Background: an optimization exercise with open tools, aiming at small area, a short achievable clock period and few clock cycles per item. Do not read the settings as production practice. At most, simulation tests tie the RTL to the original design; equivalence was not proved. Power and IR drop assume default switching activity.

==> tundra <==
// FGHI
module FGHI(
    input clk,
    input reset_n,
    input go,
    input [31 : 0] M_0,
    input [31 : 0] M_1,
    input [31 : 0] M_2,
    input [31 : 0] M_3,
    input [31 : 0] M_4,
    input [31 : 0] M_5,
    input [31 : 0] M_6,
    input [31 : 0] M_7,
    input [31 : 0] M_8,
    input [31 : 0] M_9,
    input [31 : 0] M_10,
    input [31 : 0] M_11,
    input [31 : 0] M_12,
    input [31 : 0] M_13,
    input [31 : 0] M_14,
    input [31 : 0] M_15,
    output reg valid,
    output reg [31 : 0] Oword_0,
    output reg [31 : 0] Oword_1,
    output reg [31 : 0] Oword_2,
    output reg [31 : 0] Oword_3
    );
Settings: LEC_CHECK=0, CAP_MARGIN=20, CORE_MARGIN=2, CORE_UTILIZATION=40, SETUP_SLACK_MARGIN=5, SLEW_MARGIN=20; clock period 10.0 ns.
standard.sh (not shown) runs the stock make flow with config.mk's settings and CLKGATE_MAP_FILE= SYNTH_SCRIPT=/design/flow/synth_recipe.tcl, a recipe that flattens the netlist after the stock synthesis.
==> flow/flow/run.sh <==
#!/bin/bash
# Own layout flow: the standard ORFS flow, with two changes:
#  - the port buffers are the smallest buffer (buf_1) instead of ORFS's default pick;
#  - clock tree synthesis uses clkbuf_8 and inserts no dummy loads.
# Each make run's full output goes to a log file in the work folder.
set -euo pipefail
bash standard.sh \
  "BUFFER_PORTS_ARGS=-buffer_cell sky130_fd_sc_hd__buf_1" \
  "CTS_ARGS=-sink_clustering_enable -repair_clock_nets -dont_use_dummy_load -buf_list sky130_fd_sc_hd__clkbuf_8" \
  finish > flow_make.log 2>&1
==> pepper: changes against tundra <==
--- a/flow/design.v
+++ b/flow/design.v
@@ -23,19 +23,19 @@
     output reg [31 : 0] Oword_1,
     output reg [31 : 0] Oword_2,
     output reg [31 : 0] Oword_3
     );
 reg          busy;        
 reg [6 : 0]  j;           
 reg [5 : 0]  n;           
 reg [7 : 0]  xs;          
-reg [3 : 0]  fh;          
+reg [31 : 0] f1, f0;      
 reg          finq;        
-reg [31 : 0] a, b, c, d;  
+reg [31 : 0] b, c, d;     
 reg [31 : 0] P;           
 reg [511 : 0] X;          
 reg [3 : 0]  rl;          
 reg [3 : 0]  rc;          
 function [31 : 0] bk_add(input [31 : 0] u, input [31 : 0] v);
   reg [31 : 0] p, g, pp, gg;
   integer i, l;
   begin
@@ -198,28 +198,25 @@
     6'd57 : xs_nx = 8'd4;
     6'd58 : xs_nx = 8'd128;
     6'd59 : xs_nx = 8'd2;
     6'd60 : xs_nx = 8'd8;
     6'd61 : xs_nx = 8'd64;
     6'd62 : xs_nx = 8'd128;
     default : xs_nx = 8'd0;
   endcase
-  Xg = ({32{xs[0]}} & X[95 : 64])
+  Xg = {32{~j[0]}} ^ (({32{xs[0]}} & X[95 : 64])
      | ({32{xs[1]}} & X[191 : 160])
      | ({32{xs[2]}} & X[223 : 192])
      | ({32{xs[3]}} & X[351 : 320])
      | ({32{xs[4]}} & X[415 : 384])
      | ({32{xs[5]}} & X[447 : 416])
      | ({32{xs[6]}} & X[479 : 448])
-     | ({32{xs[7]}} & X[511 : 480]);
-  f = ({32{fh[0]}} & ((b & c) | (~b & d)))
-    | ({32{fh[1]}} & ((b & d) | (c & ~d)))
-    | ({32{fh[2]}} & (b ^ c ^ d))
-    | ({32{fh[3]}} & (c ^ (b | ~d)));
+     | ({32{xs[7]}} & X[511 : 480]));
+  f = (b & f1) | (~b & f0);
   t = P + f;
   r1 = ({32{rl[0]}} & t)
      | ({32{rl[1]}} & {t[30 : 0], t[31 : 31]})
      | ({32{rl[2]}} & {t[29 : 0], t[31 : 30]})
      | ({32{rl[3]}} & {t[28 : 0], t[31 : 29]});
   r  = ({32{rc[0]}} & {r1[27 : 0], r1[31 : 28]})
      | ({32{rc[1]}} & {r1[22 : 0], r1[31 : 23]})
      | ({32{rc[2]}} & {r1[17 : 0], r1[31 : 18]})
@@ -241,38 +238,44 @@
     4'd13 : begin rl_nx = 4'd2; rc_nx = 4'd2; end
     4'd14 : begin rl_nx = 4'd2; rc_nx = 4'd4; end
     4'd15 : begin rl_nx = 4'd2; rc_nx = 4'd8; end
   endcase
 end
 wire [31 : 0] bo  = busy ? b : Oword_1;
 wire [31 : 0] nb  = bo + r;
 wire [31 : 0] fin = bk_add(Oword_0, b);
-wire [31 : 0] Pn  = (busy ? d : Oword_0) + Kn + (busy ? Xg : M_0);
+wire [31 : 0] F0o = (Oword_1 & Oword_2) | (~Oword_1 & Oword_3);
+wire [31 : 0] Pn  = (busy ? d : Oword_0) + Kn + (busy ? Xg : F0o);
+wire [31 : 0] c_nx = busy ? b : Oword_2;
+wire [31 : 0] d_nx = busy ? c : Oword_3;
+reg [31 : 0] f1_nx, f0_nx;
+wire [6 : 0] j_inc = j + 7'd1;       
+always @(*)
+  case (j_inc[5 : 4])
+    2'd0 : begin f1_nx = c_nx;           f0_nx = d_nx;           end
+    2'd1 : begin f1_nx = c_nx | d_nx;    f0_nx = c_nx & ~d_nx;   end
+    2'd2 : begin f1_nx = ~(c_nx ^ d_nx); f0_nx = c_nx ^ d_nx;    end
+    2'd3 : begin f1_nx = ~c_nx;          f0_nx = ~(c_nx ^ d_nx); end
+  endcase
 always @(posedge clk) begin
   j    <= j_nx;
   xs   <= xs_nx;
-  fh   <= 4'd1 << j_nx[5 : 4];
+  f1   <= busy ? f1_nx : M_0;
+  f0   <= busy ? f0_nx : M_0;
   rl   <= rl_nx;
   rc   <= (reset_n && busy_nx) ? rc_nx : 4'd0;
   P    <= Pn;
   b    <= nb;
-  if (busy) begin
-    a <= d;
-    c <= b;
-    d <= c;
-  end else begin
-    a <= Oword_0;
-    c <= Oword_2;
-    d <= Oword_3;
-  end
+  c    <= c_nx;
+  d    <= d_nx;
   if (acc)
-    X <= {M_6, M_3, M_9, M_8, M_2, M_15, M_13, M_12, M_14, M_11, M_1, M_0, M_10, M_7, M_5, M_4};
+    X <= ~{M_6, M_3, M_9, M_8, M_2, M_15, M_13, M_12, M_14, M_11, M_1, M_0, M_10, M_7, M_5, M_4};
   else
-    X <= {X[31 : 0], X[511 : 32]};
+    X <= ~{X[31 : 0], X[511 : 32]};
   if (!reset_n) begin
     busy    <= 1'b0;
     valid   <= 1'b0;
     finq    <= 1'b0;
     n       <= 6'd0;
     Oword_0 <= 32'h67452301;
     Oword_1 <= 32'hefcdab89;
     Oword_2 <= 32'h98badcfe;
==> flow/flow/run.sh (replaced) <==
#!/bin/bash
# Own layout flow: the standard ORFS flow, with these changes:
#  - synthesis leaves adders to ABC (no full/half-adder cell extraction, ADDER_MAP_FILE empty);
#    registers and everything else in synthesis are as in the standard synthesis;
#  - the port buffers are the smallest buffer (buf_1) instead of ORFS's default pick;
#  - clock tree synthesis uses clkbuf_8, sink clusters of 14 and no dummy loads;
#  - timing repair aims at a 3.85 ns period (setup slack margin 6.15 ns at the 10 ns clock).
# The make run's full output goes to flow_make.log in the work folder.
set -euo pipefail
bash standard.sh \
  "ADDER_MAP_FILE=" \
  "BUFFER_PORTS_ARGS=-buffer_cell sky130_fd_sc_hd__buf_1" \
  "CTS_ARGS=-sink_clustering_enable -repair_clock_nets -dont_use_dummy_load -sink_clustering_size 14 -sink_clustering_max_diameter 60 -buf_list sky130_fd_sc_hd__clkbuf_8" \
  "SETUP_SLACK_MARGIN=6.15" \
  finish > flow_make.log 2>&1
==> flow/config.mk (replaced) <==
export PLATFORM = sky130hd
export DESIGN_NAME = FGHI
export DESIGN_NICKNAME = FGHI
export VERILOG_FILES = /design/flow/design.v
export SDC_FILE = /design/flow/constraint.sdc
export NUM_CORES = 4
export LEC_CHECK = 0
export ABC_AREA = 1
export CAP_MARGIN = 20
export CORE_MARGIN = 2
export CORE_UTILIZATION = 55
export PLACE_DENSITY = 0.75
export SLEW_MARGIN = 20
==> qor summary <==
| metric | pepper | tundra |
|---|---|---|
| Result of the run | finished clean | finished clean |
| Internal cell power | 6.89 mW | 7.72 mW |
| Die height | 292 um | 324 um |
| Grt met3 use | 0.101 | 0.0607 |
| Total number of placement rows | 105 | 117 |
| Placeable core region | 0.0820 mm2 | 0.102 mm2 |
| NetSw | 6.18 mW | 5.40 mW |
| Launch point of the worst path | reset_n | fh[1]$_SDFF_PP0_ |
| Global-route wire length before repair | 281000 um | 236000 um |
| HP Start | X[366]$_DFF_P_ | X[62]$_DFF_P_ |
| Compound-cell area share of the yosys netlist | 0.143 | 0.166 |
| Sequential cell area share | 0.333 | 0.326 |
| Number of combinational gates with multiple inputs | 4715 | 3961 |
| Routability cong. | 1.06 | 0.961 |
Testbench counts of pepper, summed over its fixed seeds: cycles 8,448, items 128.
Only the layout flow was run in tundra; the RTL was not checked for function there.


==> build 19 <==
Another version of the RTL of FGHI (not shown whole).
==> flow/config.mk <==
export PLATFORM = sky130hd
export DESIGN_NAME = FGHI
export DESIGN_NICKNAME = FGHI
export VERILOG_FILES = /design/flow/design.v
export SDC_FILE = /design/flow/constraint.sdc
export NUM_CORES = 4
export LEC_CHECK = 0
export CAP_MARGIN = 20
export CORE_MARGIN = 2
export CORE_UTILIZATION = 40
export SETUP_SLACK_MARGIN = 5
export SLEW_MARGIN = 20
==> flow/constraint.sdc <==
create_clock -name core_clock -period 10.0 [get_ports {clk}]
set_input_delay 2.0000 -clock core_clock [delete_from_list [all_inputs] [get_ports {clk}]]
set_output_delay 2.0000 -clock core_clock [all_outputs]
set_load 0.01 [all_outputs]
run.sh (not shown) runs the stock make flow with config.mk's settings and CLKGATE_MAP_FILE= SYNTH_SCRIPT=/design/flow/synth_recipe.tcl, a recipe that flattens the netlist after the stock synthesis.
Stock flow here: none of the scripts above is used.
==> trial 40: changes against build 19 <==
--- a/flow/design.v
+++ b/flow/design.v
@@ -19,26 +19,27 @@
     input [31 : 0] M_14,
     input [31 : 0] M_15,
     output reg valid,
     output reg [31 : 0] Oword_0,
     output reg [31 : 0] Oword_1,
     output reg [31 : 0] Oword_2,
     output reg [31 : 0] Oword_3
     );
-reg          busy;
+reg          busy;        
 reg [6 : 0]  j;           
 reg [5 : 0]  n;           
 reg [7 : 0]  xs;          
-reg [15 : 0] rh;          
-reg [3 : 0]  fh;          
+reg [31 : 0] f1, f0;      
 reg          finq;        
-reg [31 : 0] a, b, c, d;
+reg [31 : 0] b, c, d;     
 reg [31 : 0] P;           
 reg [511 : 0] X;          
+reg [3 : 0]  rl;          
+reg [3 : 0]  rc;          
 function [31 : 0] bk_add(input [31 : 0] u, input [31 : 0] v);
   reg [31 : 0] p, g, pp, gg;
   integer i, l;
   begin
     p = u ^ v;
     g = u & v;
     pp = p;
     gg = g;
@@ -50,26 +51,30 @@
     for (l = 8; l >= 1; l = l / 2)
       for (i = 3 * l - 1; i < 32; i = i + 2 * l) begin
         gg[i] = gg[i] | (pp[i] & gg[i - l]);
         pp[i] = pp[i] & pp[i - l];
       end
     bk_add = p ^ {gg[30 : 0], 1'b0};
   end
 endfunction
-wire       acc  = !busy && go;
-wire       last = j[6];
-wire [6 : 0] j_nx = acc ? 7'd0 : j + 7'd1;
-wire [5 : 0] n_nx = (busy && !last) ? n + 6'd1 : (acc ? 6'd1 : 6'd0);
+wire         acc     = !busy && go;
+wire         last    = j[6];
+wire         busy_nx = acc || (busy && !last);
+wire [6 : 0] j_nx    = acc ? 7'd0 : j + 7'd1;
+wire [5 : 0] n_nx    = (busy && !last) ? n + 6'd1 : (acc ? 6'd1 : 6'd0);
 reg [31 : 0] Kn;
 reg [31 : 0] Xg;
 reg [7 : 0]  xs_nx;
 reg [31 : 0] f;
 reg [31 : 0] t;
 reg [31 : 0] r;
+reg [31 : 0] r1;
+reg [3 : 0]  rl_nx;
+reg [3 : 0]  rc_nx;
 always @(*) begin
   case (n)
     6'd0 : Kn = 32'hd76aa478;
     6'd1 : Kn = 32'he8c7b756;
     6'd2 : Kn = 32'h242070db;
     6'd3 : Kn = 32'hc1bdceee;
     6'd4 : Kn = 32'hf57c0faf;
     6'd5 : Kn = 32'h4787c62a;
@@ -127,17 +132,16 @@
     6'd57 : Kn = 32'hfe2ce6e0;
     6'd58 : Kn = 32'ha3014314;
     6'd59 : Kn = 32'h4e0811a1;
     6'd60 : Kn = 32'hf7537e82;
     6'd61 : Kn = 32'hbd3af235;
     6'd62 : Kn = 32'h2ad7d2bb;
     6'd63 : Kn = 32'heb86d391;
   endcase
-  xs_nx = 8'd0;
   case (j_nx[5 : 0])
     6'd0 : xs_nx = 8'd2;
     6'd1 : xs_nx = 8'd8;
     6'd2 : xs_nx = 8'd16;
     6'd3 : xs_nx = 8'd32;
     6'd4 : xs_nx = 8'd32;
     6'd5 : xs_nx = 8'd8;
     6'd6 : xs_nx = 8'd16;
@@ -194,91 +198,100 @@
     6'd57 : xs_nx = 8'd4;
     6'd58 : xs_nx = 8'd128;
     6'd59 : xs_nx = 8'd2;
     6'd60 : xs_nx = 8'd8;
     6'd61 : xs_nx = 8'd64;
     6'd62 : xs_nx = 8'd128;
     default : xs_nx = 8'd0;
   endcase
-  Xg = 32'd0;
-  Xg = Xg | ({32{xs[0]}} & X[95 : 64]);
-  Xg = Xg | ({32{xs[1]}} & X[191 : 160]);
-  Xg = Xg | ({32{xs[2]}} & X[223 : 192]);
-  Xg = Xg | ({32{xs[3]}} & X[351 : 320]);
-  Xg = Xg | ({32{xs[4]}} & X[415 : 384]);
-  Xg = Xg | ({32{xs[5]}} & X[447 : 416]);
-  Xg = Xg | ({32{xs[6]}} & X[479 : 448]);
-  Xg = Xg | ({32{xs[7]}} & X[511 : 480]);
-  f = ({32{fh[0]}} & ((b & c) | (~b & d)))
-    | ({32{fh[1]}} & ((b & d) | (c & ~d)))
-    | ({32{fh[2]}} & (b ^ c ^ d))
-    | ({32{fh[3]}} & (c ^ (b | ~d)));
+  Xg = {32{~j[0]}} ^ (({32{xs[0]}} & X[95 : 64])
+     | ({32{xs[1]}} & X[191 : 160])
+     | ({32{xs[2]}} & X[223 : 192])
+     | ({32{xs[3]}} & X[351 : 320])
+     | ({32{xs[4]}} & X[415 : 384])
+     | ({32{xs[5]}} & X[447 : 416])
+     | ({32{xs[6]}} & X[479 : 448])
+     | ({32{xs[7]}} & X[511 : 480]));
+  f = (b & f1) | (~b & f0);
   t = P + f;
-  r = 32'd0;
-  r = r | ({32{rh[0]}} & {t[24 : 0], t[31 : 25]});
-  r = r | ({32{rh[1]}} & {t[19 : 0], t[31 : 20]});
-  r = r | ({32{rh[2]}} & {t[14 : 0], t[31 : 15]});
-  r = r | ({32{rh[3]}} & {t[9 : 0], t[31 : 10]});
-  r = r | ({32{rh[4]}} & {t[26 : 0], t[31 : 27]});
-  r = r | ({32{rh[5]}} & {t[22 : 0], t[31 : 23]});
-  r = r | ({32{rh[6]}} & {t[17 : 0], t[31 : 18]});
-  r = r | ({32{rh[7]}} & {t[11 : 0], t[31 : 12]});
-  r = r | ({32{rh[8]}} & {t[27 : 0], t[31 : 28]});
-  r = r | ({32{rh[9]}} & {t[20 : 0], t[31 : 21]});
-  r = r | ({32{rh[10]}} & {t[15 : 0], t[31 : 16]});
-  r = r | ({32{rh[11]}} & {t[8 : 0], t[31 : 9]});
-  r = r | ({32{rh[12]}} & {t[25 : 0], t[31 : 26]});
-  r = r | ({32{rh[13]}} & {t[21 : 0], t[31 : 22]});
-  r = r | ({32{rh[14]}} & {t[16 : 0], t[31 : 17]});
-  r = r | ({32{rh[15]}} & {t[10 : 0], t[31 : 11]});
+  r1 = ({32{rl[0]}} & t)
+     | ({32{rl[1]}} & {t[30 : 0], t[31 : 31]})
+     | ({32{rl[2]}} & {t[29 : 0], t[31 : 30]})
+     | ({32{rl[3]}} & {t[28 : 0], t[31 : 29]});
+  r  = ({32{rc[0]}} & {r1[27 : 0], r1[31 : 28]})
+     | ({32{rc[1]}} & {r1[22 : 0], r1[31 : 23]})
+     | ({32{rc[2]}} & {r1[17 : 0], r1[31 : 18]})
+     | ({32{rc[3]}} & {r1[11 : 0], r1[31 : 12]});
+  case ({j_nx[5 : 4], j_nx[1 : 0]})
+    4'd0 : begin rl_nx = 4'd8; rc_nx = 4'd1; end
+    4'd1 : begin rl_nx = 4'd8; rc_nx = 4'd2; end
+    4'd2 : begin rl_nx = 4'd8; rc_nx = 4'd4; end
+    4'd3 : begin rl_nx = 4'd4; rc_nx = 4'd8; end
+    4'd4 : begin rl_nx = 4'd2; rc_nx = 4'd1; end
+    4'd5 : begin rl_nx = 4'd1; rc_nx = 4'd2; end
+    4'd6 : begin rl_nx = 4'd1; rc_nx = 4'd4; end
+    4'd7 : begin rl_nx = 4'd1; rc_nx = 4'd8; end
+    4'd8 : begin rl_nx = 4'd1; rc_nx = 4'd1; end
+    4'd9 : begin rl_nx = 4'd4; rc_nx = 4'd2; end
+    4'd10 : begin rl_nx = 4'd4; rc_nx = 4'd4; end
+    4'd11 : begin rl_nx = 4'd8; rc_nx = 4'd8; end
+    4'd12 : begin rl_nx = 4'd4; rc_nx = 4'd1; end
+    4'd13 : begin rl_nx = 4'd2; rc_nx = 4'd2; end
+    4'd14 : begin rl_nx = 4'd2; rc_nx = 4'd4; end
+    4'd15 : begin rl_nx = 4'd2; rc_nx = 4'd8; end
+  endcase
 end
-wire [31 : 0] nb  = b + r;
+wire [31 : 0] bo  = busy ? b : Oword_1;
+wire [31 : 0] nb  = bo + r;
 wire [31 : 0] fin = bk_add(Oword_0, b);
-wire [31 : 0] Pn  = (busy ? d : Oword_0) + Kn + (busy ? Xg : M_0);
+wire [31 : 0] F0o = (Oword_1 & Oword_2) | (~Oword_1 & Oword_3);
+wire [31 : 0] Pn  = (busy ? d : Oword_0) + Kn + (busy ? Xg : F0o);
+wire [31 : 0] c_nx = busy ? b : Oword_2;
+wire [31 : 0] d_nx = busy ? c : Oword_3;
+reg [31 : 0] f1_nx, f0_nx;
+always @(*)
+  case (j_nx[5 : 4])
+    2'd0 : begin f1_nx = c_nx;           f0_nx = d_nx;           end
+    2'd1 : begin f1_nx = c_nx | d_nx;    f0_nx = c_nx & ~d_nx;   end
+    2'd2 : begin f1_nx = ~(c_nx ^ d_nx); f0_nx = c_nx ^ d_nx;    end
+    2'd3 : begin f1_nx = ~c_nx;          f0_nx = ~(c_nx ^ d_nx); end
+  endcase
 always @(posedge clk) begin
   j    <= j_nx;
   xs   <= xs_nx;
-  rh   <= 16'd1 << {j_nx[5 : 4], j_nx[1 : 0]};
-  fh   <= 4'd1 << j_nx[5 : 4];
+  f1   <= busy ? f1_nx : M_0;
+  f0   <= busy ? f0_nx : M_0;
+  rl   <= rl_nx;
+  rc   <= (reset_n && busy_nx) ? rc_nx : 4'd0;
   P    <= Pn;
-  if (busy) begin
-    a <= d;
-    b <= nb;
-    c <= b;
-    d <= c;
-  end else begin
-    a <= Oword_0;
-    b <= Oword_1;
-    c <= Oword_2;
-    d <= Oword_3;
-  end
+  b    <= nb;
+  c    <= c_nx;
+  d    <= d_nx;
   if (acc)
-    X <= {M_6, M_3, M_9, M_8, M_2, M_15, M_13, M_12, M_14, M_11, M_1, M_0, M_10, M_7, M_5, M_4};
+    X <= ~{M_6, M_3, M_9, M_8, M_2, M_15, M_13, M_12, M_14, M_11, M_1, M_0, M_10, M_7, M_5, M_4};
   else
-    X <= {X[31 : 0], X[511 : 32]};
+    X <= ~{X[31 : 0], X[511 : 32]};
   if (!reset_n) begin
     busy    <= 1'b0;
     valid   <= 1'b0;
     finq    <= 1'b0;
     n       <= 6'd0;
     Oword_0 <= 32'h67452301;
     Oword_1 <= 32'hefcdab89;
     Oword_2 <= 32'h98badcfe;
     Oword_3 <= 32'h10325476;
   end else begin
+    busy <= busy_nx;
     n    <= n_nx;
     finq <= busy && !last && (j[5 : 0] >= 6'd60);
-    if (acc) begin
-      busy  <= 1'b1;
+    if (acc)
       valid <= 1'b0;
-    end else if (busy && last) begin
-      busy  <= 1'b0;
+    else if (busy && last)
       valid <= 1'b1;
-    end
     if (finq) begin
       Oword_0 <= Oword_3;
       Oword_1 <= fin;
       Oword_2 <= Oword_1;
       Oword_3 <= Oword_2;
     end
   end
 end
==> flow/flow/run.sh (new file) <==
#!/bin/bash
# Own layout flow: the standard ORFS flow, with these changes:
#  - the port buffers are the smallest buffer (buf_1) instead of ORFS's default pick;
#  - clock tree synthesis uses clkbuf_8, larger sink clusters and no dummy loads;
#  - timing repair aims at a 3.5 ns period (setup slack margin 6.5 ns at the 10 ns clock).
# The make run's full output goes to flow_make.log in the work folder.
set -euo pipefail
bash standard.sh \
  "BUFFER_PORTS_ARGS=-buffer_cell sky130_fd_sc_hd__buf_1" \
  "CTS_ARGS=-sink_clustering_enable -repair_clock_nets -dont_use_dummy_load -sink_clustering_size 14 -sink_clustering_max_diameter 60 -buf_list sky130_fd_sc_hd__clkbuf_8" \
  "SETUP_SLACK_MARGIN=6.5" \
  finish > flow_make.log 2>&1
==> flow/standard.sh (new file) <==
#!/bin/bash
# synth_recipe.tcl (not shown) runs the flow's synth.tcl, then flattens the netlist and writes it again
# the make line also repeats each setting of config.mk as NAME=value (left out here)
make -C /OpenROAD-flow-scripts/flow DESIGN_CONFIG=/design/flow/config.mk WORK_HOME=/design/flow/orfs CLKGATE_MAP_FILE= SYNTH_SCRIPT=/design/flow/synth_recipe.tcl "${@:-finish}"
==> flow/config.mk (replaced) <==
export PLATFORM = sky130hd
export DESIGN_NAME = FGHI
export DESIGN_NICKNAME = FGHI
export VERILOG_FILES = /design/flow/design.v
export SDC_FILE = /design/flow/constraint.sdc
export NUM_CORES = 4
export LEC_CHECK = 0
export ABC_AREA = 1
export CAP_MARGIN = 20
export CORE_MARGIN = 2
export CORE_UTILIZATION = 50
export SLEW_MARGIN = 20
removed: flow/run.sh
==> qor summary <==
                                                                                        trial 40                    build 19
Result of the run                                                       timing/DRC/antenna clean    timing/DRC/antenna clean
Layout multi-input combinational cell count                                                3,749                       4,259
Critical path peak fanout                                                                      4                           7
Number of instances resized during post-cts repair                                           587                         306
Adder and majority cell fraction of the synthesized area                                   8.47%                       6.83%
Clock tree root driver cell                                            sky130_fd_sc_hd__clkbuf_8  sky130_fd_sc_hd__clkbuf_16
Detailed-route via count                                                                  42,600                      44,200
Number of antenna cells inserted                                                              19                          21
Relative area of clock buffers and inverters in the final design                           2.08%                       5.43%
Number of detailed-routing iterations run before antenna repair                                6                          12
Depth of the worst register-to-register path                                                  28                          31
Power attributed to sequential cells                                                   0.00450 W                   0.00430 W
Final worst slack                                                                        5.35 ns                     3.37 ns
Parity-gate share of the synthesized area counting xor and xnor cells                      1.50%                       3.29%
Testbench counts of trial 40, summed over its fixed seeds: cycles 8,448, items 128.
The RTL of build 19 was laid out without a check of its function.

[afterwards: timing with drivers on the ports]
The flow's constraints put no driver on any port. The routed layouts listed below were extracted and timed again, unchanged, in two steps.
Step 1 sets driving cells, clkbuf_16 on the clock port and buf_2 on the other inputs (assumed; they add their load-dependent delay and slew).
Step 2, shift: input delay + t, output delay - t, t = (earliest + latest rising clock arrival at the registers) / 2. This alone moves slack from input paths to output paths.
Three values: ideal ports, drivers, drivers and shift; two values: the first two.
| run | t (ns) | slack for setup (ns) | worst setup path at the end | worst data-port slew with drivers (ns) |
|---|---|---|---|---|
| tundra | 0.860 | 3.233 / 3.233 / 3.233 | register to register | 0.27 |
| pepper | 0.783 | 6.240 / 6.258 / 5.496 | input to register | 0.20 |
| build 19 | 0.770 | 3.372 / 3.372 / 3.372 | register to register | 0.20 |
| trial 40 | 0.766 | 5.350 / 5.350 / 5.350 | register to register | 0.14 |
After both steps setup and hold are still met in every run listed. The setup slack of pepper, which loses most, moves by +0.018 ns with the drivers and by -0.744 ns with both steps.
